What follows belongs to an exercise in optimizing a design on an open flow for a short achievable clock period and few clock cycles; a production flow would make more cautious choices.
At most, simulation tests tie the RTL to the original design; equivalence was not proved.
No activity file was given, so power comes from the tool's default toggle rates.

== lagoon ==
// PMIPS_TOP
module PMIPS_TOP (
    input  wire CLK,RST,
    output wire [31:0] imem_addr,
    input  wire [31:0] imem_rdata,
    output wire [31:0] dmem_addr,
    output wire [31:0] dmem_wdata,
    output wire        dmem_we,
    input  wire [31:0] dmem_rdata
);
localparam MQW = 338;    
reg  [31:2] pc_f, pcx_f;
reg         bv [0:3];
reg  [11:2] btag [0:3];
reg  [31:2] bdst [0:3];
reg  [1:0]  brr;
reg         bw_v;
reg  [1:0]  bw_i;
reg  [11:2] bw_tag;
reg  [31:2] bw_dst;
reg  [31:0] ins_d;
reg  [31:2] pc_d, pcp4_d, npc_d;
reg         v_d, hit_d;
reg  [1:0]  hidx_d;
reg  [31:0] opa_e, opb_e, ops_e;
reg         fa_e, fb_e, fs_e, na_e, nb_e, ns_e;
reg         fam_e, nam_e, fbm_e, nbm_e;      
reg         kill_e;                          
reg         add_e, sub_e, slt_e;
reg         we_e, lw_e, mul_e, sw_e, br_e;
reg  [4:0]  dst_e;
reg  [31:2] btgt_e, pcp4_e;
reg  [11:2] pc_e;
reg         pt_e, hit_e;
reg  [1:0]  hidx_e;
reg  [31:0] alu_m, st_m, addr_m;
reg         we_m, lw_m, mul_m, sw_m;
reg  [4:0]  dst_m;
reg  [MQW-1:0] mq_m;
reg  [31:0] res_w, mx_w, my_w;
reg         we_w, mul_w;
reg  [4:0]  dst_w;
wire [31:0] mul_w_res = mx_w + my_w;
wire [31:0] wres = mul_w ? mul_w_res : res_w;
wire [32*32-1:0] rf_flat;
assign rf_flat[31:0] = 32'd0;
genvar gi;
generate
  for (gi = 1; gi < 32; gi = gi + 1) begin : RF
    reg [31:0] r;
    always @(posedge CLK or negedge RST) begin
      if (!RST) r <= 32'd0;
      else if (we_w && dst_w == gi) r <= wres;
    end
    assign rf_flat[gi*32 +: 32] = r;
  end
endgenerate
wire [31:2] pcp4_f = pc_f + 30'd1;
assign imem_addr = {pcx_f, 2'b00};
wire [3:0] bhit;
genvar gb;
generate
  ...
Size: about 2100 flip-flops, ~110000 um^2 of cells after synthesis.
Settings: LEC_CHECK=0, ABC_CLOCK_PERIOD_IN_PS=3000, CAP_MARGIN=20, CORE_MARGIN=2, CORE_UTILIZATION=45, CTS_CLUSTER_DIAMETER=60, CTS_CLUSTER_SIZE=30, GPL_ROUTABILITY_DRIVEN=1, PLACE_DENSITY=0.65, SLEW_MARGIN=20; clock period 12.0 ns.
standard.sh (not shown) runs the stock make flow with config.mk's settings and CLKGATE_MAP_FILE= SYNTH_SCRIPT=/design/flow/synth_recipe.tcl, a recipe that flattens the netlist after the stock synthesis.
==> flow/flow/run.sh <==
#!/bin/bash
set -euo pipefail
MARGIN=8.3
bash standard.sh SETUP_SLACK_MARGIN=$MARGIN finish > standard.log 2>&1
Testbench counts of lagoon, summed over its fixed seeds: cycles 34,777.
The inputs of harbor differ from those of lagoon as listed below.
diff --git a/flow/design.v b/flow/design.v
--- a/flow/design.v
+++ b/flow/design.v
@@ -1932,23 +1932,21 @@
 genvar gb;
 generate
   for (gb = 0; gb < 4; gb = gb + 1) begin : BH
     assign bhit[gb] = bv[gb] && (btag[gb] == pc_f[11:2]);
   end
 endgenerate
 wire        hit_f  = |bhit;
 wire [1:0]  hidx_f = {bhit[3] | bhit[2], bhit[3] | bhit[1]};
 wire [31:2] ptgt_f = ({30{bhit[0]}} & bdst[0]) | ({30{bhit[1]}} & bdst[1]) |
                      ({30{bhit[2]}} & bdst[2]) | ({30{bhit[3]}} & bdst[3]);
-wire        jmp_f  = (imem_rdata[31:26] == 6'b000010);
-wire [31:2] jtgt_f = {pcp4_f[31:28], imem_rdata[25:0]};
-wire [31:2] npc_f  = jmp_f ? jtgt_f : hit_f ? ptgt_f : pcp4_f;
+wire [31:2] npc_f  = hit_f ? ptgt_f : pcp4_f;
 wire [5:0]  op_d = ins_d[31:26];
 wire [4:0]  rs_d = ins_d[25:21];
 wire [4:0]  rt_d = ins_d[20:16];
 wire [4:0]  rd_d = ins_d[15:11];
 wire [5:0]  fn_d = ins_d[5:0];
 wire [31:0] imm_d = {{16{ins_d[15]}}, ins_d[15:0]};
 wire is_r    = (op_d == 6'b000000);
 wire is_addi = (op_d == 6'b001000);
 wire is_lw   = (op_d == 6'b100011);
 wire is_sw   = (op_d == 6'b101011);
[summary]
Re length of routed met2 wiring: lagoon was lower than harbor. In the tables for lagoon and harbor, internal power of the cells reads higher with harbor. Of harbor and lagoon, it is harbor that has the lower critical path depth. [harbor] final setup slack of the worst path rose 19 ps relative to lagoon. Going from lagoon to harbor, the sequential cell area share was found to have gone up by 0.44 points. Comparing lagoon and harbor, the higher cell area after placement is on lagoon. As of harbor, total wire length after detailed routing had risen by a few percent compared to lagoon. lagoon → harbor: count of buffers not belonging to the clock network in the layout fell 12, power consumption moved up, clock edge transition at the registers on the reported setup and hold paths has remained practically unchanged, met3 usage in global routing up 0.23 points, share of the core filled with cells in the final layout did not really move. Status: final weighted congestion in routability-driven placement parity (harbor, lagoon).
For harbor, only the layout was checked, not whether the RTL still works.

==> separate check: timing with driven ports <==
No port has a modelled driver above. Below, the same layouts with a new extraction and two added sets of constraints.
Step 1: set_driving_cell puts a clkbuf_16 on CLK and a buf_2 on each other input, an assumption about the parent block.
Step 2, shift: input delay + t, output delay - t, t = (earliest + latest rising clock arrival at the registers) / 2. This alone moves slack from input paths to output paths.
a / b / c = ideal ports / drivers / drivers and shift; a / b = the first two.
run	shift t [ns]	setup WS [ns]	clock arrival spread, ns	worst data-port slew with drivers (ns)	cell pins on the clock port's net
lagoon	0.934	8.029 / 8.003 / 7.512	0.051 / 0.051	0.09	1
harbor	0.942	8.048 / 7.956 / 7.536	0.062 / 0.062	0.17	1
After both steps setup and hold are still met in every run listed. For lagoon, which loses most, drivers alone change the setup slack by -0.026 ns; drivers and shift together by -0.517 ns.
